Context: an optimization exercise on an open-source flow, tuned for small area. The choices shown serve that exercise and are no tape-out recipe. RTL that was checked went through simulation tests only; none was proved equivalent to the original. For run 2, only the layout was checked, not whether the RTL still works. No activity file was given, so power comes from the tool's default toggle rates.

File: design/flow/design.v
`timescale 1ns / 1ps
module transmitter #(
    parameter T0H = 30,
    parameter T1H = 60,
    parameter T0L = 90,
    parameter T1L = 60,
    parameter TRST = 8000,
    parameter pixel_width = 24
) (
    input wire clk,
    input wire aresetn,
    input wire reset,
    input wire ready_in,
    input wire [pixel_width -1 : 0] pixelData,
    output reg ready_out,
    output reg data_out
);
    localparam Ready = 0; 
    localparam WaitingForHandShake = 1;
    localparam PixelHigh = 2;
    localparam PixelLow = 3;
    localparam Reset = 4;
    reg[2:0] state;
    integer index;
    integer counter;
    integer threshold;
    reg [pixel_width -1 : 0] currentPixelData;
    always @ (posedge clk) begin
        if (aresetn == 1'b0) begin
            state <= Ready;
            index <= 0;
            counter <= 0;
            currentPixelData <= 0;
            ready_out <= 0;
        end else
        case (state)
            Ready: begin
                state <= WaitingForHandShake;
                ready_out <= 1;
            end
            WaitingForHandShake: begin
                if (ready_in == 1) begin
                    if (reset == 1) begin
                        state <= Reset;
                        ready_out <= 0;
                        index <= 0;
                        counter <= 0;
                        currentPixelData <= 0;
                    end else begin
                        state <= PixelHigh;
                        currentPixelData <= pixelData;
                        ready_out <= 0;
                        index <= 0;
                        counter <= 0;
                    end
                end else begin
                    state <= WaitingForHandShake;
                end
            end
            PixelHigh: begin 
                if (counter >= threshold) begin
                    state <= PixelLow;
                    counter <= 0;
                end else begin
                    state <= PixelHigh;
                    counter <= counter + 1;
                end
            end
            PixelLow: begin 
                if (counter >= threshold) begin
                    index <= index + 1;
                    if (index >= (pixel_width - 1)) begin
                        state <= Ready;
                        counter <= 0;
                    end else begin
                        state <= PixelHigh;
                        counter <= 0;
                        currentPixelData <= currentPixelData << 1;
                    end
                end else begin
                    state <= PixelLow;
                    counter <= counter + 1;
                end
            end
            Reset: begin 
                if (counter == threshold) begin
                    state <= Ready;
                    counter <= 0;
                end else begin
                    state <= Reset;
                    counter <= counter + 1;
                end
            end
        endcase
    end
    always @ (posedge clk) begin
        if (aresetn == 1'b0) begin
            threshold <= TRST;
            data_out <= 0;
        end else
        case (state)
            PixelHigh: begin
                threshold <= currentPixelData[(pixel_width - 1)] == 1'b0 ? T0H : T1H;
                data_out <= 1;
            end
            PixelLow: begin
                threshold <= currentPixelData[(pixel_width - 1)] == 1'b0 ? T0L : T1L;
                data_out <= 0;
            end
            Reset: begin
                threshold <= TRST;
                data_out <= 0;
            end
            default: begin
                threshold <= threshold;
                data_out <= data_out;
            end
        endcase
    end
endmodule
module led_controller # (
    parameter T0H = 30,
    parameter T1H = 60,
    parameter T0L = 90,
    parameter T1L = 60,
    parameter TRST = 8000,
    parameter ADDR_WIDTH = 32,
    parameter PIXEL_WIDTH = 24,
    parameter PIXEL_OFFSET = 4
)(
        input wire clk,
        input wire aresetn,
        input wire [ADDR_WIDTH - 1:0] dout,
        output reg [ADDR_WIDTH - 1:0] addr,
        output reg en,
        output wire led_data,
        output reg [3:0]web,
        output reg rst
    );
    localparam Idle = 0;
    localparam RequestPixelCount = 1;
    localparam WaitForPixelCount = 2;
    localparam SetPixelCount = 3;
    localparam IsValidToContinue = 4;
    localparam WaitForPixelValue = 5;
    localparam GetPixelValue = 6;
    localparam WaitForHandShake = 7;
    localparam ShakeHand = 8;
    localparam AdvanceState = 9;
    reg [3:0] state;
    reg [PIXEL_WIDTH -1 : 0] nextPixelData;
    reg [ADDR_WIDTH -1 : 0] pixelCount;
    reg [ADDR_WIDTH -1 : 0] pixelIndex;
    reg handshake;
    reg set_reset;
    wire handshake_in;
    transmitter #(.T0H(T0H), .T1H(T1H), .T0L(T0L), .T1L(T1L), .TRST(TRST), .pixel_width(PIXEL_WIDTH)) transmitter_int(
        .clk(clk),
        .aresetn(aresetn),
        .reset(set_reset),
        .ready_in(handshake),
        .pixelData(nextPixelData),
        .ready_out(handshake_in),
        .data_out(led_data)
    );
    always @ (posedge clk) begin
        rst <= 0;
        web <= 0;
    end
    always @ (posedge clk) begin
        if (aresetn == 1'b0) begin
            state <= Idle;
            addr <= 0;
            en <= 0;
            pixelCount <= 0;
            nextPixelData <= 0;
            set_reset <= 0;
            handshake <= 0;
            pixelIndex <= 0;
        end else begin
            case (state)
                Idle: begin
                    state <= RequestPixelCount;
                end
                RequestPixelCount: begin
                    addr <= 0;
                    en <= 1;
                    state <= WaitForPixelCount;
                end
                WaitForPixelCount: begin
                    en <= 0;
                    state <= SetPixelCount;
                end
                SetPixelCount: begin
                    pixelCount <= dout;
                    state <= IsValidToContinue;
                end
                IsValidToContinue: begin
                    if (pixelCount == 0) begin
                        state <= RequestPixelCount;
                    end else if (pixelIndex >= pixelCount) begin
                        state <= WaitForHandShake;
                        set_reset <= 1;
                    end else begin
                        addr <= addr + PIXEL_OFFSET;
                        en <= 1;
                        state <= WaitForPixelValue;
                    end
                end
                WaitForPixelValue: begin
                    state <= GetPixelValue;
                    en <= 0;
                end
                GetPixelValue: begin
                    state <= WaitForHandShake;
                    nextPixelData <= dout[PIXEL_WIDTH -1 : 0];
                end
                WaitForHandShake: begin
                    if (handshake_in == 1) begin
                        state <= ShakeHand;
                        handshake <= 1;
                    end else begin
                        state <= WaitForHandShake;
                        handshake <= 0;
                    end
                end
                ShakeHand: begin
                    if (handshake_in == 0) begin
                        state <= AdvanceState;
                        handshake <= 0;
                    end else begin
                        state <= ShakeHand;
                        handshake <= 1;
                    end
                end
                AdvanceState: begin
                    if (set_reset == 1) begin
                        state <= RequestPixelCount;
                        pixelIndex <= 0;
                        set_reset <= 0;
                    end else begin
                        state <= IsValidToContinue;
                        pixelIndex <= pixelIndex + 1;
                    end
                end
            endcase
        end
    end
endmodule
File: design/flow/constraint.sdc
create_clock -name core_clock -period 10.0 [get_ports {clk}]
set_input_delay 2.0000 -clock core_clock [delete_from_list [all_inputs] [get_ports {clk}]]
set_output_delay 2.0000 -clock core_clock [all_outputs]
set_load 0.01 [all_outputs]
File: design/flow/run.sh
#!/bin/bash
# synth_recipe.tcl (not shown) runs the flow's synth.tcl, then flattens the netlist and writes it again
# the make line also repeats each setting of config.mk as NAME=value (left out here)
make -C /OpenROAD-flow-scripts/flow DESIGN_CONFIG=/design/flow/config.mk WORK_HOME=/design/flow/orfs CLKGATE_MAP_FILE= SYNTH_SCRIPT=/design/flow/synth_recipe.tcl finish
File: design/flow/config.mk
export PLATFORM = sky130hd
export DESIGN_NAME = led_controller
export DESIGN_NICKNAME = led_controller
export VERILOG_FILES = /design/flow/design.v
export SDC_FILE = /design/flow/constraint.sdc
export NUM_CORES = 4
export LEC_CHECK = 0
export CAP_MARGIN = 20
export CORE_MARGIN = 2
export CORE_UTILIZATION = 40
export SLEW_MARGIN = 20
==> results of run 1 <==
[cell type report]
class / count / share of cell area
Clock buffer: 36 / 0.0560
Clock inverter: 4 / 0.00568
Inverter: 62 / 0.0179
Multi-Input combinational cell: 1062 / 0.483
Sequential cell: 224 / 0.345
Tap cell: 378 / 0.0364
Timing Repair Buffer: 73 / 0.0559
[critical path, delay by kind of cell]
| family | cells | cell delay (ns) |
|---|---|---|
| buffers and inverters | 2 | 0.86 |
| AND/OR/NAND/NOR | 3 | 1.44 |
[per-layer routing]
| metal | wire length, microns | GRT usage |
|---|---|---|
| met1 | 13000 | 0.258 |
| met2 | 13200 | 0.318 |
| met3 | 969 | 0.0259 |
| met4 | 433 | 0.0475 |
| met5 | 0 | 0 |
[power groups by stage]
stage | clock network, W | registers (W) | logic [W]
final | 0.000914 | 0.000912 | 0.0000975
after CTS | 0.000935 | 0.000912 | 0.0000961
after global routing | 0.000974 | 0.000913 | 0.000110
after floorplan | 0 | 0.000925 | 0.0000661
after detailed placement | 0 | 0.000932 | 0.0000956
after global placement | 0 | 0.000932 | 0.0000950
[flip-flops by register name, indices dropped and copies added (netlist names), 3 cells and up]
name and cells:
pixelIndex 32, transmitter_int.currentPixelData 24, addr 30, state 4, transmitter_int.counter 32, transmitter_int.state 3, nextPixelData 24, pixelCount 32
transmitter_int.index 32, transmitter_int.threshold 6
[metrics by stage]
stage                     power (W)  std cells  hold WS [ns]
after floorplan            0.000991       1433         0.432
after global placement      0.00103       1797         0.439
after detailed placement    0.00103       1797         0.442
after CTS                   0.00194       1837         0.450
after global routing        0.00200       1839         0.474
final                       0.00192       1839         0.449
[how the worst max path moves through the flow]
stage,from,to,slack [ns],depth (start not counted)
3_5_place_dp,aresetn,transmitter_int.counter[29],5.40,4
4_1_cts,aresetn,transmitter_int.counter[29],5.93,4
2_1_floorplan,aresetn,transmitter_int.counter[29],7.05,5
3_3_place_gp,aresetn,transmitter_int.counter[29],5.48,6
6_report,aresetn,transmitter_int.index[14],6.14,5
5_1_grt,aresetn,transmitter_int.index[14],5.94,5
[layout by cell type (no fill, tap or decap), drive strengths merged, types with 4 or more instances in the layout]
cell / instances
clkbuf: 36
and2: 17
o211ai: 7
nand2: 218
clkdlybuf4s50: 65
inv: 63
a21o: 8
a31oi: 10
xor2: 45
and4: 10
buf: 8
or3: 15
o31ai: 30
nand3: 65
a221oi: 5
and3: 52
nor4: 25
nor2b: 6
nor3: 17
nand4b: 4
nor2: 113
dfxtp: 224
conb: 7
or2: 5
o21ai: 68
o21a: 6
ha: 47
nand2b: 7
nand4: 47
xnor2: 27
a21oi: 159
a211oi: 11
[kinds of logic after synthesis]
family	count (synthesis)
mux	3
other cells	1
compound gates	325
fa+ha+maj	47
xor+xnor	72
buf+inv	147
simple gates	608
flops	224
[cells in the mapped netlist, types with 29 or more instances]
cell,n
a21oi_1,137
o31ai_1,29
o21ai_0,41
nor2_1,113
xor2_1,45
nand3_1,65
clkbuf_1,60
ha_1,47
nand4_1,47
nand2_1,218
inv_1,61
dfxtp_1,224
and3_1,52
==> impl_metrics.py, run 1 <==
metrics = {
    "critical_path": {
        "critPathLaunchType": "input port",
        "cp.arrival_ns": 4.33,
        "crit_chain": "clkdlybuf4s50_1, buf_4, nand2_1, or4_1, nand2_1",
        "worstReg2RegEnd": "transmitter_int.currentPixelData[23]",
        "required_ns": 10.47,
        "r2r-start": "transmitter_int.counter[16]",
        "crit_slowest_cell": "or4_1",
        "endpoint_kind": "flip-flop",
        "r2r_cells": 8,
        "path_max_fanout": 41,
        "slowest_delay_ns": 0.69,
        "critPathKind": "input port to flip-flop",
        "path_common_cell": "nand2_1",
        "rrSetupSlack_ns": 6.60,
    },
    "placed_design": {
        "dp_hpwl_mm": 19.3,
        "gp_congestion": 0.785,
        "post_dp_cell_area_sq_mm": 0.0121,
        "io_buffers": 65,
        "preCtsSetupSlack_ns": 5.40,
    },
    "sta": {
        "fin_tns_setup_ns": 0,
        "worst_pin_slew_ns": 1.03,
        "post-route-min-period_ns": 3.86,
        "hold_viol": 0,
        "rsz0062_at_grt": "no",
        "fin_skew_ns": 0.0143,
        "slew_headroom": 0.316,
        "max_freq_mhz": 259,
        "fin_crit_sh": 0.386,
        "setup_ws_ns": 6.14,
        "slew_violations": 0,
        "setup_viol": 0,
    },
    "pwr": {
        "sw_frac_of_total": 0.227,
        "p_int_w": 0.00149,
        "p_clk_frac": 0.475,
        "powerDensity_mw_per_mm2": 148,
        "power_switching_w": 0.000436,
        "pwr-share-comb": 0.051,
        "power_leakage_nw": 4.79,
        "vdd.ir_drop.worst_v": 0.000126,
        "p_seq_frac": 0.474,
    },
    "yosys": {
        "synth_top_family_by_area": "simple AND/OR/NAND/NOR gates",
        "synth_compound_area_frac": 0.179,
        "synthesis.area_sq_mm": 0.0113,
        "synth_fa_ha_area_frac": 0.0520,
        "synth-edff-count": 0,
        "yosysUniqueCellTypes": 64,
        "ys_ff_latch": 224,
        "synth_top_area_frac": 0.396,
        "synthCells": 1427,
        "yosys_most_used_dff": "dfxtp_1",
        "async_flop_share": 0,
        "synthMuxAreaShare": 0.00265,
        "synth.largest_area_cell": "dfxtp_1",
        "avgSynthCellArea_sq_um": 7.93,
        "synth_xor_area_frac": 0.0557,
        "synthSimpleGateAreaFrac": 0.260,
        "synthTopCellsByArea": "dfxtp_1 40%, nand2_1 7.2%, a21oi_1 6.1%, ha_1 5.2%, nor2_1 3.7%",
        "seq_area_frac_synth": 0.396,
        "ys_warn_count": 2,
    },
    "clock_tree": {
        "clk_path_buf_depth": 3,
        "numCtsBuffers": 25,
        "ctsResizeCount": 0,
        "htreeDepth": 1,
        "cts_setup_buffers": 0,
        "cts_root_buf": "clkbuf_16",
        "clkLatencyLatePin_ns": 0.53,
        "cts_sinks": 224,
        "ctsHoldBuffers": 0,
        "clk_pin_slew_ns": 0.06,
        "cts_tree": "built",
    },
    "run_status": {
        "status": "no timing/DRC/antenna violations",
    },
    "final_layout": {
        "design_area_sq_mm": 0.0130,
        "multi_input_area_sq_mm": 0.00627,
        "nets": 1529,
        "regArea_sq_mm": 0.00448,
        "fillCellCount": 2793,
        "drive_gt1_frac": 0.0595,
        "area_growth_pct": 14.8,
        "fin_util": 0.466,
        "antenna_cells": 0,
    },
    "detailed_routing": {
        "vias": 9908,
        "wl_mm": 27.6,
        "wl_per_cell_microns": 15.0,
        "drt_pass1_iterations": 5,
        "drc": 0,
        "via_per_inst": 5.39,
        "ant_nets": 0,
        "drt_iter0_drc": 506,
    },
    "floorplan": {
        "die_x_microns": 172,
        "rows": 61,
        "start_util": 0.406,
        "die-area_sq_mm": 0.0297,
        "io-pin-count": 73,
        "core_area_sq_mm": 0.0279,
        "die-height_microns": 172,
    },
    "min_path": {
        "hold_depth": 2,
        "hold_end": "nextPixelData[14]",
        "hp-class": "flip-flop to flip-flop",
        "hp-start": "nextPixelData[14]",
    },
    "global_route": {
        "grtUsageTotal": 0.190,
        "grt_pass1_vias": 9388,
        "grt.overflow.total": 0,
        "grt_pass1_wl_mm": 46.8,
        "antenna_found_initial": 0,
        "grt_max_degree": 78,
    },
    "flow_run": {
        "drv_cap": 0,
    },
}
==> inputs of run 2 (changes only) <==
==> design/flow/design.v (replaced) <==
`timescale 1ns / 1ps
module led_controller # (
    parameter T0H = 30,
    parameter T1H = 60,
    parameter T0L = 90,
    parameter T1L = 60,
    parameter TRST = 8000,
    parameter ADDR_WIDTH = 32,
    parameter PIXEL_WIDTH = 24,
    parameter PIXEL_OFFSET = 4
)(
        input wire clk,
        input wire aresetn,
        input wire [ADDR_WIDTH - 1:0] dout,
        output wire [ADDR_WIDTH - 1:0] addr,
        output reg en,
        output reg led_data,
        output wire [3:0] web,
        output wire rst
    );
    localparam Advance = 3'd0;
    localparam RequestPixelCount = 3'd1;
    localparam WaitForPixelCount = 3'd2;
    localparam SetPixelCount = 3'd3;
    localparam IsValidToContinue = 3'd4;
    localparam WaitForPixelValue = 3'd5;
    localparam GetPixelValue = 3'd6;
    localparam Sending = 3'd7;
    localparam [6:0] TSTART = 7'd3;                  
    localparam [6:0] TBIT = 7'd128 - (T0H + T0L + 2);  
    localparam [12:0] LSTART = 13'd8191 - TRST;      
    reg [2:0] cst;
    reg [31:0] pixelCount;
    reg [31:0] pixelIndex;
    reg [23:0] pixel;
    reg latch;       
    reg last;        
    reg tx;
    reg [4:0] tb;
    reg [6:0] tt;
    assign addr = {pixelIndex[29:0], 2'b00};
    assign web = 4'b0000;
    assign rst = 1'b0;
    wire tpre = !latch && tt < TBIT;                
    wire twait = !latch && tt == TSTART + 7'd1;
    wire tgo = !latch && tt == TSTART + 7'd2;
    wire tbitend = !latch && tt == 7'd127;
    wire hold = twait && cst != Sending;
    wire eq = pixelIndex == pixelCount;
    wire pcheck = !latch && tb == 5'd8 && tt == TBIT + 7'd2;
    wire check = cst == IsValidToContinue || pcheck;
    always @(posedge clk) begin
        if (!aresetn) begin
            latch <= 1'b0;
            tb <= 5'd8;
            tt <= TSTART;
        end else if (hold) begin
        end else if (tgo && last) begin
            latch <= 1'b1;
            {tx, tb, tt} <= LSTART;
        end else if (tbitend) begin
            if (tb == 5'd31) begin
                tb <= 5'd8;
                tt <= TSTART;
            end else begin
                tb <= tb + 5'd1;
                tt <= TBIT;
            end
        end else if (latch && {tx, tb, tt} == 13'h1fff) begin
            latch <= 1'b0;
            tb <= 5'd8;
            tt <= TSTART;
        end else begin
            {tx, tb, tt} <= {tx, tb, tt} + 13'd1;
        end
    end
    always @(posedge clk) begin
        if (tpre)
            pixel <= dout[23:0];
    end
    always @(posedge clk) begin
        if (!aresetn)
            led_data <= 1'b0;
        else
            led_data <= !latch && !tpre
                && tt <= (pixel[~tb] ? TBIT + T1H : TBIT + T0H);
    end
    always @(posedge clk) begin
        if (!aresetn)
            cst <= Advance;
        else case (cst)
            IsValidToContinue: cst <= eq ? RequestPixelCount : WaitForPixelValue;
            Sending: if (latch && last) cst <= Advance;
            default: cst <= cst + 3'd1;
        endcase
    end
    always @(posedge clk) begin
        if (!aresetn)
            last <= 1'b0;
        else if (pcheck && eq)
            last <= 1'b1;
        else if (cst == Advance)
            last <= 1'b0;
    end
    always @(posedge clk) begin
        if (!aresetn)
            en <= 1'b0;
        else
            en <= cst == RequestPixelCount || (check && !eq);
    end
    always @(posedge clk) begin
        if (cst == RequestPixelCount)
            pixelIndex <= 32'd0;
        else if (check && !eq)
            pixelIndex <= pixelIndex + 32'd1;
    end
    always @(posedge clk) begin
        if (cst == SetPixelCount)
            pixelCount <= dout;
    end
endmodule
==> design/flow/flow/run.sh (new file) <==
#!/bin/bash
# Layout flow: the standard ORFS flow (standard.sh), with the input and
# output ports buffered by the smallest buffer and a clock tree of small
# clock buffers without dummy loads.
set -euo pipefail
export BUFFER_PORTS_ARGS="-buffer_cell sky130_fd_sc_hd__buf_1"
export CTS_ARGS="-sink_clustering_enable -repair_clock_nets -dont_use_dummy_load -buf_list sky130_fd_sc_hd__clkbuf_8 -sink_clustering_size 20 -sink_clustering_max_diameter 60"
bash standard.sh > flow_make.log 2>&1
==> design/flow/standard.sh (new file) <==
#!/bin/bash
# synth_recipe.tcl (not shown) runs the flow's synth.tcl, then flattens the netlist and writes it again
# the make line also repeats each setting of config.mk as NAME=value (left out here)
make -C /OpenROAD-flow-scripts/flow DESIGN_CONFIG=/design/flow/config.mk WORK_HOME=/design/flow/orfs CLKGATE_MAP_FILE= SYNTH_SCRIPT=/design/flow/synth_recipe.tcl "${@:-finish}"
removed: design/flow/run.sh
==> run 2 against run 1 <==
Effect of this change: register-to-register slack gained 0.03 ns; count of clock-buffer cells in the layout shrank 27; critical endpoint is now led_data; still clean on timing, DRC and antenna; highest routed layer unchanged; area after synthesis shrank 51%; largest cell class is now registers; die area shrank 50%; power down 55%; clock skew grew 0.014 ns; final area fell by 55%; first-iteration DRC count shrank 55%.
==> impl_metrics.py, run 2 <==
metrics = {
    "floorplan": {
        "core_area_sq_mm": 0.0133,
        "die_x_microns": 121,
        "rows": 42,
        "start_util": 0.412,
        "io-pin-count": 73,
        "die-height_microns": 121,
        "die-area_sq_mm": 0.0147,
    },
    "critical_path": {
        "required_ns": 10.27,
        "cp-startpoint": "tb[0]",
        "cp.arrival_ns": 3.64,
        "crit_chain": "mux4_2, mux2_2, a22o_1, a22oi_1, inv_1, ha_1, nor2b_1, o41ai_1, nand2b_1, a21oi_1, a41oi_1, nor4_1",
        "crit_family": "compound AO/OA/AOI/OAI gates",
        "r2r_cells": 12,
        "crit_slowest_cell": "dfxtp_1",
        "critPathLaunchType": "flip-flop",
        "slowest_delay_ns": 0.68,
        "rrSetupSlack_ns": 6.63,
        "cp.depth": 12,
        "path_max_fanout": 11,
        "endpoint_kind": "flip-flop",
        "r2r-start": "tb[0]",
        "worst-path-buf-inv": 1,
        "critPathKind": "flip-flop to flip-flop",
    },
    "yosys": {
        "ys_ff_latch": 108,
        "yosysUniqueCellTypes": 60,
        "ys_warn_count": 2,
        "synth_top_area_frac": 0.311,
        "seq_area_frac_synth": 0.497,
        "synthTopCellsByCount": "57 x edfxtp_1, 51 x dfxtp_1, 37 x a21oi_1, 37 x buf_4, 37 x xor2_1",
        "yosysMostFrequentCell": "edfxtp_1",
        "synthTopCellsByArea": "edfxtp_1 31%, dfxtp_1 19%, xor2_1 5.9%, buf_4 5.1%, ha_1 3.6%",
        "synth.largest_area_cell": "edfxtp_1",
        "synthCells": 527,
        "async_flop_share": 0,
        "yosys_most_used_dff": "edfxtp_1",
        "avgSynthCellArea_sq_um": 10.4,
        "synthesis.area_sq_mm": 0.00550,
        "synth-edff-count": 57,
    },
    "placed_design": {
        "preCtsSetupSlack_ns": 6.56,
        "gp_congestion": 0.846,
        "io_buffers": 65,
        "post_dp_cell_area_sq_mm": 0.00565,
        "dp_hpwl_mm": 9.60,
    },
    "pwr": {
        "powerDensity_mw_per_mm2": 150,
        "p_clk_frac": 0.247,
        "p_seq_frac": 0.617,
        "vdd.ir_drop.worst_v": 0.0000736,
        "pwr-share-comb": 0.136,
        "sw_frac_of_total": 0.266,
        "power_switching_w": 0.000231,
        "p_int_w": 0.000636,
        "power_leakage_nw": 2.05,
        "finalPower_w": 0.000866,
    },
    "min_path": {
        "hold_depth": 2,
        "hp-start": "pixelIndex[31]",
        "hp-class": "flip-flop to flip-flop",
    },
    "final_layout": {
        "regArea_sq_mm": 0.00273,
        "layout_commonest_cell": "buf_1",
        "final_cell_mix": "65 x buf_1, 57 x edfxtp_1, 51 x dfxtp_1",
        "multi_input_area_sq_mm": 0.00240,
        "drive_gt1_frac": 0.0565,
        "area_growth_pct": 5.12,
        "design_area_sq_mm": 0.00578,
        "fillCellCount": 1334,
        "reg_top3": "pixelCount x32, pixelIndex x32, pixel x24",
        "antenna_cells": 0,
        "nets": 601,
    },
    "global_route": {
        "grtUsageTotal": 0.182,
        "grt_pass1_wl_mm": 20.6,
        "grt.overflow.total": 0,
        "grt_max_degree": 33,
        "grt_pass1_vias": 3885,
        "antenna_found_initial": 0,
    },
    "sta": {
        "fin_skew_ns": 0.0282,
        "rsz0062_at_grt": "no",
        "max_freq_mhz": 297,
        "setup_viol": 0,
        "hold_viol": 0,
        "slew_violations": 0,
        "worst_pin_slew_ns": 0.877,
        "slew_headroom": 0.407,
        "fin_crit_sh": 0.337,
        "post-route-min-period_ns": 3.37,
        "fin_tns_setup_ns": 0,
        "setup_ws_ns": 6.63,
    },
    "clock_tree": {
        "cts_tree": "built",
        "cts_sinks": 108,
        "clk_path_buf_depth": 2,
        "ctsResizeCount": 0,
        "clkLatencyLatePin_ns": 0.37,
        "htreeDepth": 3,
        "ctsHoldBuffers": 0,
        "cts_setup_buffers": 0,
        "numCtsBuffers": 9,
        "cts_root_buf": "clkbuf_8",
        "clk_pin_slew_ns": 0.09,
    },
    "detailed_routing": {
        "vias": 4062,
        "drt_pass1_iterations": 5,
        "drc": 0,
        "wl_per_cell_microns": 17.9,
        "ant_nets": 0,
        "drt_iter0_drc": 226,
        "via_per_inst": 5.60,
        "wl_mm": 13.0,
    },
    "flow_run": {
        "drv_cap": 0,
    },
    "run_status": {
        "status": "no timing/DRC/antenna violations",
    },
}
[run 2: logic make-up (layout without fill, tap and decap cells)]
family	after synthesis	in the layout	share of synthesized area
multiplexers	9	9	0.0303
XOR/XNOR	44	44	0.0701
AO/OA/AOI/OAI	102	102	0.120
AND/OR/NAND/NOR	175	175	0.170
other	1	7	0.000682
buffers and inverters	72	88	0.0762
flip-flops	108	108	0.497
adder cells (fa/ha/maj)	16	16	0.0364
[run 2: worst register-to-register path, delay by kind of cell (launching register included)]
family | cells | cell delay, ns
AOI/OAI and AO/OA | 5 | 0.89
adders and majority gates | 1 | 0.31
buffers and inverters | 1 | 0.14
DFF | 1 | 0.68
muxes | 2 | 0.84
and+or+nand+nor | 3 | 0.42
[run 2: stage by stage]
stage,util,instances,hold slack (ns)
final,0.433,725,0.492
after global routing,0.433,725,0.518
after global placement,0.422,715,0.473
after detailed placement,0.423,716,0.485
after CTS,0.432,725,0.498
after floorplan,-,533,0.460
[run 2: per-layer routing]
| metal | routed length, microns | vias up | GRT usage |
|---|---|---|---|
| li1 | - | 1935 | - |
| met1 | 5880 | 1986 | 0.252 |
| met2 | 6190 | 132 | 0.295 |
| met3 | 751 | 9 | 0.0324 |
| met4 | 179 | 0 | 0.0481 |
| met5 | 0 | - | 0 |
[run 2: final timing paths]
path / end
setup / recovery: led_data
hold / removal: pixelIndex[31]
setup reg to reg: led_data
hold reg to reg: pixelIndex[31]
[run 2: final cells by class]
type                       count  area share
timing repair buffer          67      0.0454
sequential                   108       0.473
tap                          176      0.0381
clock buffer                   9      0.0214
inverter                      12     0.00779
multi-input combinational    353       0.415
[run 2: power by group through the flow]
stage / combinational, W / sequential (W) / clock (W)
after floorplan: 0.0000932 / 0.000531 / 0
after global placement: 0.000110 / 0.000544 / 0
after detailed placement: 0.000118 / 0.000544 / 0
after CTS: 0.000118 / 0.000534 / 0.000221
after global routing: 0.000132 / 0.000539 / 0.000234
final: 0.000118 / 0.000534 / 0.000214
==> inputs of run 3 (changes only) <==
--- a/design/flow/design.v
+++ b/design/flow/design.v
@@ -77,13 +77,15 @@
     always @(posedge clk) begin
         if (tpre)
             pixel <= dout[23:0];
+        else if (tbitend)
+            pixel <= {pixel[22:0], 1'b0};
     end
     always @(posedge clk) begin
         if (!aresetn)
             led_data <= 1'b0;
         else
             led_data <= !latch && !tpre
-                && tt <= (pixel[~tb] ? TBIT + T1H : TBIT + T0H);
+                && tt <= (pixel[23] ? TBIT + T1H : TBIT + T0H);
     end
     always @(posedge clk) begin
         if (!aresetn)
==> design/flow/run.sh (new file) <==
#!/bin/bash
# synth_recipe.tcl (not shown) runs the flow's synth.tcl, then flattens the netlist and writes it again
# the make line also repeats each setting of config.mk as NAME=value (left out here)
make -C /OpenROAD-flow-scripts/flow DESIGN_CONFIG=/design/flow/config.mk WORK_HOME=/design/flow/orfs CLKGATE_MAP_FILE= SYNTH_SCRIPT=/design/flow/synth_recipe.tcl finish
removed: design/flow/flow/run.sh
removed: design/flow/standard.sh
==> run 3 against run 2 <==
Effect of this change: worst hold slack better by 0.052 ns; via count increased by 0.27%; critical path type is now flip-flop to output pin; largest power group unchanged; cell count is 4.6% higher; flip-flop and latch count did not move; area after synthesis up 4.6%; still clean on timing, DRC and antenna; sequential share of layout area decreased by 5.5 points; combinational power grew 77%; synthesized cell count increased by 3.8%; clock skew is 0.020 ns lower.
==> impl_metrics.py, run 3 <==
metrics = {
    "clock_tree": {
        "clk_pin_slew_ns": 0.08,
        "cts_setup_buffers": 0,
        "ctsHoldBuffers": 0,
        "cts_root_buf": "clkbuf_16",
        "htreeDepth": 3,
        "cts_sinks": 108,
        "numCtsBuffers": 9,
        "cts_tree": "built",
        "clkLatencyLatePin_ns": 0.36,
        "clk_path_buf_depth": 2,
        "ctsResizeCount": 0,
    },
    "global_route": {
        "grt.met1_usage": 0.251,
        "antenna_found_initial": 0,
        "grt.overflow.total": 0,
        "grt.met2_usage": 0.281,
        "grt_pass1_vias": 3955,
        "grtUsageTotal": 0.182,
        "use_met3": 0.0476,
        "grt_pass1_wl_mm": 21.2,
        "grt_max_degree": 31,
        "top_usage_layer": "met2",
    },
    "yosys": {
        "avgSynthCellArea_sq_um": 10.5,
        "synth_top_area_frac": 0.298,
        "synthCells": 547,
        "synth.largest_area_cell": "edfxtp_1",
        "yosysMostFrequentCell": "edfxtp_1",
        "synthTopCellsByCount": "57 x edfxtp_1, 51 x dfxtp_1, 43 x nor2_1, 41 x nand2_1, 38 x buf_4",
        "ys_warn_count": 2,
        "synth_top_family_by_area": "simple AND/OR/NAND/NOR gates",
        "async_flop_share": 0,
        "synth_xor_area_frac": 0.0670,
        "ys_ff_latch": 108,
        "yosys_most_used_dff": "edfxtp_1",
        "synth-edff-count": 57,
        "seq_area_frac_synth": 0.475,
        "synthesis.area_sq_mm": 0.00575,
        "synthTopCellsByArea": "edfxtp_1 30%, dfxtp_1 18%, xor2_1 5.5%, buf_4 5.0%, mux2_2 4.5%",
        "synthSimpleGateAreaFrac": 0.157,
        "synth_fa_ha_area_frac": 0.0348,
        "synthMuxAreaShare": 0.0485,
        "synth_compound_area_frac": 0.134,
        "yosysUniqueCellTypes": 69,
    },
    "critical_path": {
        "worst-path-buf-inv": 1,
        "slowest_delay_ns": 0.63,
        "critPathLaunchType": "flip-flop",
        "cp-startpoint": "pixelIndex[17]",
        "r2r_cells": 3,
        "crit_chain": "clkdlybuf4s50_1",
        "crit_family": "buffers and inverters",
        "critPathKind": "flip-flop to output pin",
        "required_ns": 8.00,
        "cp.depth": 1,
        "path_max_fanout": 8,
        "crit_slowest_cell": "clkdlybuf4s50_1",
        "r2r-start": "tt[4]",
        "setup.worst_path.end": "addr[19]",
        "endpoint_kind": "output pin",
        "rrSetupSlack_ns": 6.98,
        "cp.arrival_ns": 1.50,
        "worstReg2RegEnd": "pixel[10]",
    },
    "placed_design": {
        "dp_hpwl_mm": 9.62,
        "gp_congestion": 0.860,
        "preCtsSetupSlack_ns": 6.40,
        "io_buffers": 65,
    },
    "pwr": {
        "vdd.ir_drop.worst_v": 0.000123,
        "powerDensity_mw_per_mm2": 179,
        "power_leakage_nw": 2.41,
    },
    "detailed_routing": {
        "drc": 0,
        "ant_nets": 0,
        "vias": 4073,
        "via_per_inst": 5.37,
        "wl_mm": 13.2,
        "wl_per_cell_microns": 17.4,
        "drt_pass1_iterations": 4,
        "drt_iter0_drc": 341,
    },
    "floorplan": {
        "die-area_sq_mm": 0.0154,
        "die_x_microns": 124,
        "rows": 43,
        "start_util": 0.411,
        "core_area_sq_mm": 0.0140,
        "io-pin-count": 73,
        "die-height_microns": 124,
    },
    "sta": {
        "max_freq_mhz": 286,
        "fin_skew_ns": 0.00842,
        "slew_violations": 0,
        "slew_headroom": 0.335,
        "setup_ws_ns": 6.50,
        "fin_tns_setup_ns": 0,
        "worst_pin_slew_ns": 0.996,
        "setup_viol": 0,
        "rsz0062_at_grt": "no",
        "fin_crit_sh": 0.350,
        "post-route-min-period_ns": 3.50,
        "hold_viol": 0,
    },
    "final_layout": {
        "drive_gt1_frac": 0.133,
        "reg_top3": "pixelCount x32, pixelIndex x32, pixel x24",
        "fin_util": 0.468,
        "nets": 623,
        "antenna_cells": 0,
        "final_cell_mix": "65 x clkdlybuf4s50_1, 57 x edfxtp_1, 51 x dfxtp_1",
        "area_growth_pct": 13.9,
        "layout_commonest_cell": "clkdlybuf4s50_1",
    },
    "min_path": {
        "hold_depth": 2,
        "hp-class": "flip-flop to flip-flop",
    },
    "run_status": {
        "status": "no timing/DRC/antenna violations",
    },
    "flow_run": {
        "drv_cap": 0,
    },
}
## run 3: cell types whose count changed after synthesis, moves of 8 or more
cell / delta
mux2_2: +22
clkbuf_1: -13
a21oi_1: -9
or4_1: -9
a31o_2: +8
## run 3: worst min-delay path by stage
stage	from	endpoint	slack (ns)
2_1_floorplan	pixelIndex[16]	pixelIndex[16]	0.48
3_3_place_gp	tb[1]	tb[1]	0.51
3_5_place_dp	pixelIndex[16]	pixelIndex[16]	0.53
4_1_cts	pixelIndex[16]	pixelIndex[16]	0.54
5_1_grt	tb[1]	tb[1]	0.57
6_report	pixelIndex[16]	pixelIndex[16]	0.54
## run 3: routing by layer
metal  up-vias  part of all wire
met3        21             0.054
met2       117              0.44
li1       1998                 -
met5         -                 0
met1      1937              0.48
met4         0             0.021
## run 3: kinds of logic (layout without fill, tap and decap cells)
kind of cell	count (synthesis)	after routing
compound gates	105	105
buf+inv	70	95
flops	108	108
xor+xnor	44	44
simple gates	178	178
mux	25	25
other cells	1	7
fa+ha+maj	16	16
## run 3: area by class of cell
cell class,count,area (sq um)
Multi-Input combinational cell,375,2570
Inverter,12,45.0
Fill cell,1299,7440
Clock inverter,7,87.6
Timing Repair Buffer,67,666
Sequential cell,108,2730
Clock buffer,9,225
Tap cell,180,225
## run 3: where the power goes
group / leakage, nW / switching (W) / internal [W] / total (W)
clock: 0.155 / 0.000177 / 0.000201 / 0.000379
combinational: 1.30 / 0.000115 / 0.0000944 / 0.000209
sequential: 0.958 / 0.0000333 / 0.000548 / 0.000581
## run 3: stage by stage
step           power [W]  instances  cell area, sq um  hold slack (ns)
2_1_floorplan   0.000739        553              5780            0.479
3_3_place_gp    0.000789        742              6240            0.514
3_5_place_dp    0.000801        742              6240            0.527
4_1_cts          0.00118        758              6550            0.538
5_1_grt          0.00123        758              6550            0.567
6_report         0.00117        758              6550            0.543
==> inputs of run 4 (changes only) <==
--- a/design/flow/design.v
+++ b/design/flow/design.v
@@ -49,6 +49,8 @@
     wire eq = pixelIndex == pixelCount;
     wire pcheck = !latch && tb == 5'd8 && tt == TBIT + 7'd2;
     wire check = cst == IsValidToContinue || pcheck;
+    wire [12:0] tnext = {tx, tb, tt} + 13'd1;
+    wire tpend = tb == 5'd31 && tt == 7'd127 && (tx || !latch);
     always @(posedge clk) begin
         if (!aresetn) begin
             latch <= 1'b0;
@@ -58,34 +60,24 @@
         end else if (tgo && last) begin
             latch <= 1'b1;
             {tx, tb, tt} <= LSTART;
-        end else if (tbitend) begin
-            if (tb == 5'd31) begin
-                tb <= 5'd8;
-                tt <= TSTART;
-            end else begin
-                tb <= tb + 5'd1;
-                tt <= TBIT;
-            end
-        end else if (latch && {tx, tb, tt} == 13'h1fff) begin
-            latch <= 1'b0;
-            tb <= 5'd8;
-            tt <= TSTART;
         end else begin
-            {tx, tb, tt} <= {tx, tb, tt} + 13'd1;
+            if (tpend)
+                latch <= 1'b0;
+            tx <= tnext[12];
+            tb <= tnext[11:7] | (tpend ? 5'd8 : 5'd0);
+            tt <= tnext[6:0] | (tpend ? TSTART : tbitend ? TBIT : 7'd0);
         end
     end
     always @(posedge clk) begin
         if (tpre)
             pixel <= dout[23:0];
-        else if (tbitend)
-            pixel <= {pixel[22:0], 1'b0};
     end
     always @(posedge clk) begin
         if (!aresetn)
             led_data <= 1'b0;
         else
             led_data <= !latch && !tpre
-                && tt <= (pixel[23] ? TBIT + T1H : TBIT + T0H);
+                && tt <= (pixel[~tb] ? TBIT + T1H : TBIT + T0H);
     end
     always @(posedge clk) begin
         if (!aresetn)
==> design/flow/flow/run.sh (new file) <==
#!/bin/bash
# Layout flow: the standard ORFS flow (standard.sh) with three changes:
# * synthesis maps the logic with an area-recovering ABC script (flow/area.abc)
#   instead of ORFS's delay script; everything else in synthesis, including
#   the registers, is the standard synthesis (synth_recipe.tcl);
# * the input and output ports are buffered with the smallest buffer;
# * the clock tree is built from clkbuf_8 cells, without dummy loads.
# Each tool's output goes to ORFS's logs (orfs/logs/...); make's output to
# flow_make.log here.
set -euo pipefail
W=$PWD
sed 's#^\( *\)log_cmd abc {\*}\$abc_args#\1set abc_args [lreplace $abc_args 1 1 '"$W"'/flow/area.abc]\n\1log_cmd abc {*}$abc_args#' \
    "$FLOW_HOME/scripts/synth.tcl" > my_synth.tcl
grep -q "flow/area.abc" my_synth.tcl
sed "s#source \$::env(SCRIPTS_DIR)/synth.tcl#source $W/my_synth.tcl#" synth_recipe.tcl > my_synth_recipe.tcl
grep -q "my_synth.tcl" my_synth_recipe.tcl
sed "s#SYNTH_SCRIPT=[^ ]*#SYNTH_SCRIPT=$W/my_synth_recipe.tcl#" standard.sh > my_standard.sh
grep -q "my_synth_recipe.tcl" my_standard.sh
export BUFFER_PORTS_ARGS="-buffer_cell sky130_fd_sc_hd__buf_1"
export CTS_ARGS="${CTS_ARGS_OVERRIDE:--sink_clustering_enable -repair_clock_nets -dont_use_dummy_load -buf_list {sky130_fd_sc_hd__clkbuf_2 sky130_fd_sc_hd__clkbuf_4 sky130_fd_sc_hd__clkbuf_8}}"
bash my_standard.sh > flow_make.log 2>&1
==> design/flow/flow/area.abc (new file) <==
&get -n
&st
&dch
&nf -R 1000
&st
&syn2
&if -g -K 6
&synch2
&nf -R 1000
&st
&syn2
&if -g -K 6
&synch2
&nf -R 1000
&put
topo
==> design/flow/standard.sh (new file) <==
#!/bin/bash
# synth_recipe.tcl (not shown) runs the flow's synth.tcl, then flattens the netlist and writes it again
# the make line also repeats each setting of config.mk as NAME=value (left out here)
make -C /OpenROAD-flow-scripts/flow DESIGN_CONFIG=/design/flow/config.mk WORK_HOME=/design/flow/orfs CLKGATE_MAP_FILE= SYNTH_SCRIPT=/design/flow/synth_recipe.tcl "${@:-finish}"
removed: design/flow/run.sh
==> run 4 against run 3 <==
Effect of this change: highest routed layer unchanged; routed wire length shrank 22%; clock skew grew 0.0075 ns; register-to-register slack lost 0.30 ns; global-route usage shrank 1.9 points; flip-flop and latch count is the same; worst setup slack gained 0.18 ns; core utilization shrank 2.6 points; largest power group unchanged; worst hold slack lost 0.0081 ns; power shrank 27%; combinational power shrank 48%.
==> impl_metrics.py, run 4 <==
metrics = {
    "critical_path": {
        "worstReg2RegEnd": "led_data",
        "path_max_fanout": 12,
        "crit_chain": "mux4_2, mux4_2, nand2_1, o21a_1, clkinv_1, ha_1, clkinv_1, o21ai_0, o21ai_0, nand2b_1, a21oi_1, a41oi_1, nor4b_1",
        "cp.depth": 13,
        "r2r_cells": 13,
        "cp.arrival_ns": 3.59,
        "critPathKind": "flip-flop to flip-flop",
        "r2r-start": "tb[0]",
        "crit_family": "multiplexers",
        "endpoint_kind": "flip-flop",
        "critPathLaunchType": "flip-flop",
        "required_ns": 10.27,
        "slowest_delay_ns": 0.69,
        "crit_slowest_cell": "dfxtp_1",
        "rrSetupSlack_ns": 6.68,
        "worst-path-buf-inv": 2,
    },
    "clock_tree": {
        "cts_tree": "built",
        "htreeDepth": 3,
        "cts_setup_buffers": 0,
        "clk_pin_slew_ns": 0.09,
        "ctsResizeCount": 0,
        "cts_root_buf": "clkbuf_8",
        "clkLatencyLatePin_ns": 0.37,
        "numCtsBuffers": 9,
        "ctsHoldBuffers": 0,
        "clk_path_buf_depth": 2,
        "cts_sinks": 108,
    },
    "yosys": {
        "async_flop_share": 0,
        "avgSynthCellArea_sq_um": 11.2,
        "synthTopCellsByArea": "edfxtp_1 34%, dfxtp_1 20%, xnor2_1 8.5%, buf_4 5.5%, nor2_1 3.8%",
        "seq_area_frac_synth": 0.543,
        "synthSimpleGateAreaFrac": 0.151,
        "synth_compound_area_frac": 0.0520,
        "synthCells": 448,
        "synth-edff-count": 57,
        "synthesis.area_sq_mm": 0.00503,
        "synth_top_family_by_area": "simple AND/OR/NAND/NOR gates",
        "yosysMostFrequentCell": "edfxtp_1",
        "synth_fa_ha_area_frac": 0.0323,
        "synth_top_area_frac": 0.340,
        "synthMuxAreaShare": 0.0375,
        "synthTopCellsByCount": "57 x edfxtp_1, 51 x dfxtp_1, 51 x nor2_1, 49 x xnor2_1, 37 x buf_4",
        "synth.largest_area_cell": "edfxtp_1",
        "yosys_most_used_dff": "edfxtp_1",
        "synth_xor_area_frac": 0.117,
        "yosysUniqueCellTypes": 40,
        "ys_warn_count": 2,
        "ys_ff_latch": 108,
    },
    "placed_design": {
        "gp_congestion": 0.825,
        "dp_hpwl_mm": 7.62,
        "io_buffers": 65,
    },
    "run_status": {
        "status": "no timing/DRC/antenna violations",
    },
    "global_route": {
        "grt_pass1_vias": 3177,
        "grt.overflow.total": 0,
        "grtUsageTotal": 0.163,
        "antenna_found_initial": 0,
        "grt_pass1_wl_mm": 16.4,
        "grt_max_degree": 34,
    },
    "sta": {
        "max_freq_mhz": 301,
        "hold_viol": 0,
        "slew_headroom": 0.541,
        "slew_violations": 0,
        "fin_crit_sh": 0.332,
        "worst_pin_slew_ns": 0.688,
        "fin_skew_ns": 0.0159,
        "rsz0062_at_grt": "no",
        "setup_viol": 0,
        "fin_tns_setup_ns": 0,
        "post-route-min-period_ns": 3.32,
    },
    "final_layout": {
        "final_cell_mix": "65 x buf_1, 57 x edfxtp_1, 51 x nor2_1, 51 x dfxtp_1, 49 x xnor2_1",
        "fin_util": 0.442,
        "reg_top3": "pixelCount x32, pixelIndex x32, pixel x24",
        "antenna_cells": 0,
        "area_growth_pct": 6.79,
        "layout_commonest_cell": "buf_1",
        "drive_gt1_frac": 0.0406,
        "nets": 542,
    },
    "detailed_routing": {
        "drc": 0,
        "drt_pass1_iterations": 4,
        "wl_per_cell_microns": 15.5,
        "vias": 3282,
        "via_per_inst": 4.97,
        "ant_nets": 0,
        "drt_iter0_drc": 236,
        "wl_mm": 10.2,
    },
    "pwr": {
        "power_leakage_nw": 1.74,
        "powerDensity_mw_per_mm2": 159,
        "pwr-share-comb": 0.128,
        "power_switching_w": 0.000218,
        "p_clk_frac": 0.245,
        "vdd.ir_drop.worst_v": 0.000113,
        "p_seq_frac": 0.627,
        "p_int_w": 0.000638,
        "sw_frac_of_total": 0.255,
    },
    "floorplan": {
        "die_x_microns": 116,
        "rows": 40,
        "start_util": 0.414,
        "core_area_sq_mm": 0.0122,
        "die-area_sq_mm": 0.0135,
        "die-height_microns": 116,
        "io-pin-count": 73,
    },
    "min_path": {
        "hold_end": "pixelIndex[22]",
        "hp-start": "pixelIndex[22]",
        "hp-class": "flip-flop to flip-flop",
        "hold_depth": 2,
    },
    "flow_run": {
        "drv_cap": 0,
    },
}
-- run 4: changes by cell type after synthesis, moves of 5 or more --
| cell | before | now |
|---|---|---|
| a21oi_1 | 28 | 7 |
| mux2_2 | 23 | 0 |
| nor2_1 | 43 | 51 |
| xnor2_1 | 8 | 49 |
| clkbuf_1 | 7 | 0 |
| or2_2 | 6 | 0 |
| clkinv_1 | 0 | 15 |
| a31o_2 | 9 | 0 |
| nand4_1 | 10 | 15 |
| xor2_1 | 36 | 18 |
| buf_6 | 5 | 0 |
| nand2_1 | 41 | 31 |
| inv_1 | 12 | 0 |
| mux4_2 | 0 | 7 |
-- run 4: routing by layer --
layer | GRT usage | routed length [microns] | vias up | part of all wire
met3 | 0.0472 | 567 | 11 | 0.055
met5 | 0 | 0 | - | 0
li1 | - | - | 1626 | -
met1 | 0.223 | 4800 | 1554 | 0.47
met4 | 0.0476 | 169 | 0 | 0.017
met2 | 0.253 | 4700 | 91 | 0.46
-- run 4: worst min-delay path, delay by kind of cell (launching register included) --
kind | cells | cell delay, ns
AO/OA/AOI/OAI | 2 | 0.14
flip-flops | 1 | 0.35
-- run 4: power groups by stage --
stage | clock, W | combinational, W | sequential, W
2_1_floorplan | 0 | 0.0000820 | 0.000539
3_3_place_gp | 0 | 0.000107 | 0.000548
3_5_place_dp | 0 | 0.000109 | 0.000546
4_1_cts | 0.000218 | 0.000110 | 0.000537
5_1_grt | 0.000236 | 0.000125 | 0.000541
6_report | 0.000210 | 0.000109 | 0.000536
-- run 4: kinds of logic after synthesis --
family / after synthesis
adder cells (fa/ha/maj): 13
flip-flops: 108
buffers and inverters: 52
AO/OA/AOI/OAI: 41
multiplexers: 10
other: 1
AND/OR/NAND/NOR: 156
XOR/XNOR: 67
-- run 4: worst max-delay path by stage --
stage                from       end
finish              tb[0]  led_data
CTS                 tb[0]  led_data
global route        tb[0]  led_data
detailed placement  tb[0]  led_data
global placement    tb[0]  led_data
floorplan           tb[0]  led_data
-- run 4: through the flow --
stage / area, sq um / power (W) / hold slack (ns) / setup slack [ns] / cells
after global routing: 5370 / 0.000901 / 0.565 / 6.32 / 661
after CTS: 5370 / 0.000865 / 0.540 / 6.64 / 661
final: 5370 / 0.000856 / 0.535 / 6.68 / 661
after global placement: 5250 / 0.000655 / 0.517 / 6.82 / 652
after floorplan: 5050 / 0.000621 / 0.491 / 7.02 / 454
after detailed placement: 5250 / 0.000656 / 0.528 / 6.70 / 652
-- run 4: cell type report --
cell class	count	area [sq um]
Timing Repair Buffer	67	259
Inverter	15	56.3
Sequential cell	108	2730
Clock buffer	9	124
Multi-Input combinational cell	294	1990
Tap cell	168	210
Fill cell	1176	6790
==> inputs of run 5 (changes only) <==
--- a/design/flow/flow/run.sh
+++ b/design/flow/flow/run.sh
@@ -17,5 +17,5 @@
 sed "s#SYNTH_SCRIPT=[^ ]*#SYNTH_SCRIPT=$W/my_synth_recipe.tcl#" standard.sh > my_standard.sh
 grep -q "my_synth_recipe.tcl" my_standard.sh
 export BUFFER_PORTS_ARGS="-buffer_cell sky130_fd_sc_hd__buf_1"
-export CTS_ARGS="${CTS_ARGS_OVERRIDE:--sink_clustering_enable -repair_clock_nets -dont_use_dummy_load -buf_list {sky130_fd_sc_hd__clkbuf_2 sky130_fd_sc_hd__clkbuf_4 sky130_fd_sc_hd__clkbuf_8}}"
+export CTS_ARGS="${CTS_ARGS_OVERRIDE:--sink_clustering_enable -repair_clock_nets -dont_use_dummy_load -buf_list sky130_fd_sc_hd__clkbuf_16 -sink_clustering_size 40 -sink_clustering_max_diameter 200}"
 bash my_standard.sh > flow_make.log 2>&1
==> run 5 against run 4 <==
Effect of this change: still clean on timing, DRC and antenna; fmax grew 0.15%; worst hold slack lost 0.0049 ns; combinational power is essentially flat; worst setup slack gained 0.0051 ns; die area is the same; via count is essentially flat; clock power grew 43%; register-to-register slack is essentially flat; critical path depth is the same; flip-flop and latch count is the same.
==> impl_metrics.py, run 5 <==
metrics = {
    "sta": {
        "hold_viol": 0,
        "slew_violations": 0,
        "fin_crit_sh": 0.332,
        "slew_headroom": 0.557,
        "worst_pin_slew_ns": 0.665,
        "post-route-min-period_ns": 3.32,
        "fin_skew_ns": 0.0105,
        "rsz0062_at_grt": "no",
        "hold_ws_ns": 0.530,
        "setup_viol": 0,
        "fin_tns_setup_ns": 0,
        "max_freq_mhz": 301,
    },
    "yosys": {
        "synthCells": 448,
        "synth_compound_area_frac": 0.0520,
        "ys_warn_count": 2,
        "synth_fa_ha_area_frac": 0.0323,
        "synth.largest_area_cell": "edfxtp_1",
        "ys_ff_latch": 108,
        "yosys_most_used_dff": "edfxtp_1",
        "avgSynthCellArea_sq_um": 11.2,
        "async_flop_share": 0,
        "yosysUniqueCellTypes": 40,
        "synthMuxAreaShare": 0.0375,
        "synth_top_area_frac": 0.340,
        "synth-edff-count": 57,
        "yosysMostFrequentCell": "edfxtp_1",
        "synthTopCellsByCount": "57 x edfxtp_1, 51 x dfxtp_1, 51 x nor2_1, 49 x xnor2_1, 37 x buf_4",
        "synth_xor_area_frac": 0.117,
        "synthSimpleGateAreaFrac": 0.151,
        "synthTopCellsByArea": "edfxtp_1 34%, dfxtp_1 20%, xnor2_1 8.5%, buf_4 5.5%, nor2_1 3.8%",
        "synth_top_family_by_area": "simple AND/OR/NAND/NOR gates",
        "seq_area_frac_synth": 0.543,
        "synthesis.area_sq_mm": 0.00503,
    },
    "clock_tree": {
        "clk_path_buf_depth": 2,
        "ctsHoldBuffers": 0,
        "clkLatencyLatePin_ns": 0.35,
        "cts_setup_buffers": 0,
        "cts_root_buf": "clkbuf_16",
        "cts_tree": "built",
        "ctsResizeCount": 0,
        "numCtsBuffers": 9,
        "clk_pin_slew_ns": 0.06,
        "htreeDepth": 3,
        "cts_sinks": 108,
    },
    "detailed_routing": {
        "drc": 0,
        "vias": 3283,
        "wl_mm": 10.3,
        "ant_nets": 0,
        "wl_per_cell_microns": 15.6,
        "drt_pass1_iterations": 4,
        "drt_iter0_drc": 272,
        "via_per_inst": 4.97,
    },
    "floorplan": {
        "start_util": 0.414,
        "core_area_sq_mm": 0.0122,
        "die-area_sq_mm": 0.0135,
        "io-pin-count": 73,
        "die-height_microns": 116,
        "rows": 40,
        "die_x_microns": 116,
    },
    "global_route": {
        "grt.met2_usage": 0.254,
        "top_usage_layer": "met2",
        "grt_pass1_vias": 3192,
        "grt_pass1_wl_mm": 16.5,
        "grt.met1_usage": 0.225,
        "grt_max_degree": 34,
        "antenna_found_initial": 0,
        "grt.overflow.total": 0,
        "grtUsageTotal": 0.163,
        "use_met3": 0.0457,
    },
    "pwr": {
        "p_clk_frac": 0.317,
        "powerDensity_mw_per_mm2": 173,
        "pwr-share-comb": 0.115,
        "vdd.ir_drop.worst_v": 0.000124,
        "sw_frac_of_total": 0.243,
        "p_int_w": 0.000716,
        "p_seq_frac": 0.568,
        "power_switching_w": 0.000229,
        "finalPower_w": 0.000946,
        "power_leakage_nw": 1.78,
    },
    "critical_path": {
        "critPathLaunchType": "flip-flop",
        "endpoint_kind": "flip-flop",
        "critPathKind": "flip-flop to flip-flop",
        "cp.arrival_ns": 3.57,
        "required_ns": 10.25,
        "path_max_fanout": 12,
    },
    "placed_design": {
        "gp_congestion": 0.825,
        "post_dp_cell_area_sq_mm": 0.00525,
        "io_buffers": 65,
        "dp.cells": 652,
        "dp_hpwl_mm": 7.62,
    },
    "final_layout": {
        "final_cell_mix": "65 x buf_1, 57 x edfxtp_1, 51 x nor2_1, 51 x dfxtp_1, 49 x xnor2_1",
        "design_area_sq_mm": 0.00548,
        "antenna_cells": 0,
        "instances_no_fill": 661,
        "layout_commonest_cell": "buf_1",
        "nets": 542,
        "reg_top3": "pixelCount x32, pixelIndex x32, pixel x24",
        "drive_gt1_frac": 0.0406,
        "area_growth_pct": 8.80,
    },
    "run_status": {
        "status": "no timing/DRC/antenna violations",
    },
    "min_path": {
        "hp-class": "flip-flop to flip-flop",
    },
    "flow_run": {
        "drv_cap": 0,
    },
}
-- run 5: cell counts after synthesis --
Identical to the previous run, type by type.
-- run 5: power groups by stage --
stage / Combinational (W) / Sequential [W] / Clock [W]
floorplan: 0.0000820 / 0.000539 / 0
global placement: 0.000107 / 0.000548 / 0
detailed placement: 0.000109 / 0.000546 / 0
CTS: 0.000110 / 0.000538 / 0.000308
global route: 0.000125 / 0.000541 / 0.000326
finish: 0.000109 / 0.000537 / 0.000300
-- run 5: cell type report --
class                   instances  area, sq um
clock buffers                   9          225
fillers                      1160         6690
inverters                      15         56.3
multi-input cells             294         1990
flip-flops and latches        108         2730
well taps                     168          210
repair buffers                 67          259
-- run 5: final timing paths --
check,from,endpoint,slack (ns),cells after the start
max,tb[0],led_data,6.68,13
min,pixelIndex[22],pixelIndex[22],0.53,2
max reg2reg,tb[0],led_data,6.68,13
min reg2reg,pixelIndex[22],pixelIndex[22],0.53,2
-- run 5: cells by family after synthesis --
kind of cell    Yosys count
other cells               1
fa+ha+maj                13
mux                      10
simple gates            156
buf+inv                  52
xor+xnor                 67
flops                   108
compound gates           41
-- run 5: metal layers --
| metal | vias to the layer above | wire (microns) |
|---|---|---|
| li1 | 1631 | - |
| met3 | 6 | 559 |
| met5 | - | 0 |
| met2 | 88 | 4870 |
| met1 | 1558 | 4720 |
| met4 | 0 | 132 |
-- run 5: through the flow --
step                 util  setup slack (ns)
floorplan               -              7.02
global placement    0.432              6.82
detailed placement  0.432              6.70
CTS                 0.450              6.65
global route        0.450              6.33
finish              0.450              6.68
-- run 5: worst max-delay path, cell delays in order (launching register included) --
cell and delay, ns:
dfxtp_1 0.69, mux4_2 0.58, mux4_2 0.46, nand2_1 0.08, o21a_1 0.16, clkinv_1 0.13, ha_1 0.31, clkinv_1 0.05
o21ai_0 0.08, o21ai_0 0.17, nand2b_1 0.07, a21oi_1 0.15, a41oi_1 0.06, nor4b_1 0.24
==> inputs of run 6 (changes only) <==
--- a/design/flow/flow/run.sh
+++ b/design/flow/flow/run.sh
@@ -17,5 +17,5 @@
 sed "s#SYNTH_SCRIPT=[^ ]*#SYNTH_SCRIPT=$W/my_synth_recipe.tcl#" standard.sh > my_standard.sh
 grep -q "my_synth_recipe.tcl" my_standard.sh
 export BUFFER_PORTS_ARGS="-buffer_cell sky130_fd_sc_hd__buf_1"
-export CTS_ARGS="${CTS_ARGS_OVERRIDE:--sink_clustering_enable -repair_clock_nets -dont_use_dummy_load -buf_list sky130_fd_sc_hd__clkbuf_16 -sink_clustering_size 40 -sink_clustering_max_diameter 200}"
+export CTS_ARGS="${CTS_ARGS_OVERRIDE:--sink_clustering_enable -repair_clock_nets -dont_use_dummy_load -buf_list sky130_fd_sc_hd__clkbuf_8}"
 bash my_standard.sh > flow_make.log 2>&1
==> run 6 against run 5 <==
Effect of this change: critical endpoint unchanged; via count about the same; first-iteration DRC count shrank 13%; still clean on timing, DRC and antenna; final area decreased by 1.9%.
==> impl_metrics.py, run 6 <==
metrics = {
    "floorplan": {
        "rows": 40,
        "io-pin-count": 73,
        "die-height_microns": 116,
        "core_area_sq_mm": 0.0122,
        "start_util": 0.414,
        "die-area_sq_mm": 0.0135,
        "die_x_microns": 116,
    },
    "critical_path": {
        "crit_family": "multiplexers",
        "crit_chain": "mux4_2, mux4_2, nand2_1, o21a_1, clkinv_1, ha_1, clkinv_1, o21ai_0, o21ai_0, nand2b_1, a21oi_1, a41oi_1, nor4b_1",
        "critPathLaunchType": "flip-flop",
        "cp.arrival_ns": 3.59,
        "r2r-start": "tb[0]",
        "path_max_fanout": 12,
        "required_ns": 10.27,
        "r2r_cells": 13,
        "critPathKind": "flip-flop to flip-flop",
        "slowest_delay_ns": 0.69,
        "rrSetupSlack_ns": 6.68,
        "worst-path-buf-inv": 2,
        "crit_slowest_cell": "dfxtp_1",
        "worstReg2RegEnd": "led_data",
        "endpoint_kind": "flip-flop",
    },
    "final_layout": {
        "reg_top3": "pixelCount x32, pixelIndex x32, pixel x24",
        "fillCellCount": 1176,
        "nets": 542,
        "area_growth_pct": 6.79,
        "layout_commonest_cell": "buf_1",
        "antenna_cells": 0,
        "drive_gt1_frac": 0.0406,
        "final_cell_mix": "65 x buf_1, 57 x edfxtp_1, 51 x nor2_1, 51 x dfxtp_1, 49 x xnor2_1",
        "instances_no_fill": 661,
    },
    "pwr": {
        "power_leakage_nw": 1.74,
        "powerDensity_mw_per_mm2": 159,
        "vdd.ir_drop.worst_v": 0.000113,
    },
    "sta": {
        "max_freq_mhz": 301,
        "fin_crit_sh": 0.332,
        "rsz0062_at_grt": "no",
        "hold_viol": 0,
        "worst_pin_slew_ns": 0.688,
        "setup_viol": 0,
        "setup_ws_ns": 6.68,
        "fin_skew_ns": 0.0159,
        "slew_headroom": 0.541,
        "post-route-min-period_ns": 3.32,
        "fin_tns_setup_ns": 0,
        "slew_violations": 0,
        "hold_ws_ns": 0.535,
    },
    "min_path": {
        "hold_depth": 2,
        "hold_end": "pixelIndex[22]",
        "hp-class": "flip-flop to flip-flop",
        "hp-start": "pixelIndex[22]",
    },
    "yosys": {
        "synth_top_area_frac": 0.340,
        "yosysMostFrequentCell": "edfxtp_1",
        "synthesis.area_sq_mm": 0.00503,
        "ys_ff_latch": 108,
        "synthTopCellsByArea": "edfxtp_1 34%, dfxtp_1 20%, xnor2_1 8.5%, buf_4 5.5%, nor2_1 3.8%",
        "synthCells": 448,
        "ys_warn_count": 2,
        "yosys_most_used_dff": "edfxtp_1",
        "async_flop_share": 0,
        "synth-edff-count": 57,
        "synth.largest_area_cell": "edfxtp_1",
        "synthTopCellsByCount": "57 x edfxtp_1, 51 x dfxtp_1, 51 x nor2_1, 49 x xnor2_1, 37 x buf_4",
        "avgSynthCellArea_sq_um": 11.2,
        "yosysUniqueCellTypes": 40,
        "seq_area_frac_synth": 0.543,
    },
    "global_route": {
        "grtUsageTotal": 0.163,
        "grt_pass1_vias": 3177,
        "grt_pass1_wl_mm": 16.4,
        "grt.overflow.total": 0,
        "antenna_found_initial": 0,
        "grt_max_degree": 34,
    },
    "detailed_routing": {
        "wl_mm": 10.2,
        "ant_nets": 0,
        "drt_pass1_iterations": 4,
        "drc": 0,
        "wl_per_cell_microns": 15.5,
        "drt_iter0_drc": 236,
        "via_per_inst": 4.97,
        "vias": 3282,
    },
    "clock_tree": {
        "clk_pin_slew_ns": 0.09,
        "ctsHoldBuffers": 0,
        "clk_path_buf_depth": 2,
        "cts_root_buf": "clkbuf_8",
        "ctsResizeCount": 0,
        "cts_sinks": 108,
        "cts_tree": "built",
        "cts_setup_buffers": 0,
        "numCtsBuffers": 9,
        "htreeDepth": 3,
        "clkLatencyLatePin_ns": 0.37,
    },
    "placed_design": {
        "io_buffers": 65,
        "preCtsSetupSlack_ns": 6.70,
        "dp_hpwl_mm": 7.62,
        "dp.cells": 652,
        "gp_congestion": 0.825,
    },
    "flow_run": {
        "drv_cap": 0,
    },
    "run_status": {
        "status": "no timing/DRC/antenna violations",
    },
}
==> run 6: cell counts after synthesis <==
Identical to the previous run, type by type.
==> run 6: power breakdown <==
part | internal, W | total, W | switching, W
combinational | 0.0000428 | 0.000109 | 0.0000665
sequential | 0.000514 | 0.000536 | 0.0000225
clock | 0.0000811 | 0.000210 | 0.000129
==> run 6: worst reg2reg max path: cells and delay by family (launching register included) <==
kind                       cells  cell delay (ns)
AOI/OAI and AO/OA              5             0.62
adders and majority gates      1             0.31
buffers and inverters          2             0.18
DFF                            1             0.69
muxes                          2             1.04
and+or+nand+nor                3             0.39
==> run 6: through the flow <==
| stage | cell area [sq um] | utilization | total power, W |
|---|---|---|---|
| after detailed placement | 5250 | 0.432 | 0.000656 |
| final | 5370 | 0.442 | 0.000856 |
| after global routing | 5370 | 0.442 | 0.000901 |
| after floorplan | 5050 | - | 0.000621 |
| after CTS | 5370 | 0.442 | 0.000865 |
| after global placement | 5250 | 0.432 | 0.000655 |
==> run 6: per-layer routing <==
| layer | track usage | part of all wire | vias up |
|---|---|---|---|
| met4 | 0.0476 | 0.017 | 0 |
| met2 | 0.253 | 0.46 | 91 |
| met5 | 0 | 0 | - |
| met3 | 0.0472 | 0.055 | 11 |
| met1 | 0.223 | 0.47 | 1554 |
| li1 | - | - | 1626 |
==> run 6: kinds of logic after synthesis <==
group	count (synthesis)	synth area share
adders and majority gates	13	0.0323
muxes	10	0.0375
xor gates and xnor gates	67	0.117
buffers and inverters	52	0.0664
other	1	0.000745
DFF	108	0.543
and+or+nand+nor	156	0.151
AOI/OAI and AO/OA	41	0.0520
==> run 6: worst max-delay path by stage <==
stage / from / endpoint / slack (ns) / cells past startpoint
2_1_floorplan: tb[0] / led_data / 7.02 / 13
3_3_place_gp: tb[0] / led_data / 6.82 / 13
3_5_place_dp: tb[0] / led_data / 6.70 / 13
4_1_cts: tb[0] / led_data / 6.64 / 13
5_1_grt: tb[0] / led_data / 6.32 / 13
6_report: tb[0] / led_data / 6.68 / 13
==> run 6: final cells by class <==
cell class,count,area [sq um],share of cell area
Timing Repair Buffer,67,259,0.0482
Multi-Input combinational cell,294,1990,0.371
Inverter,15,56.3,0.0105
Sequential cell,108,2730,0.508
Tap cell,168,210,0.0391
Clock buffer,9,124,0.0231

-- static timing again, ports no longer ideal --
In the flow no input, the clock included, has a driving cell. The finished layouts below were timed again as built, in two steps. Step 1: set_driving_cell puts a clkbuf_16 on clk and a buf_2 on each other input, an assumption about the parent block. Step 2 also shifts input and output timing later by t, the mid clock arrival at the registers, as if the neighbouring blocks saw the same clock. a / b / c = no drivers / after step 1 / after step 2; a / b = the first two.
run | t, ns | setup WS [ns] | worst hold slack (ns) | worst setup path after step 2 | cell pins on the clock port's net
run 1 | 0.568 | 6.138 / 6.159 / 5.591 | 0.449 / 0.449 / 0.449 | input to register | 1
run 2 | 0.391 | 6.634 / 6.634 / 6.634 | 0.492 / 0.492 / 0.492 | register to register | 1
run 3 | 0.392 | 6.500 / 6.459 / 6.385 | 0.543 / 0.543 / 0.543 | input to register | 1
run 4 | 0.392 | 6.675 / 6.675 / 6.675 | 0.535 / 0.535 / 0.535 | register to register | 1
run 5 | 0.379 | 6.680 / 6.680 / 6.680 | 0.530 / 0.530 / 0.530 | register to register | 1
run 6 | 0.392 | 6.675 / 6.675 / 6.675 | 0.535 / 0.535 / 0.535 | register to register | 1
After both steps every run listed still meets setup and hold. The setup slack of run 1, which loses most, moves by +0.021 ns with the drivers and by -0.547 ns with both steps.
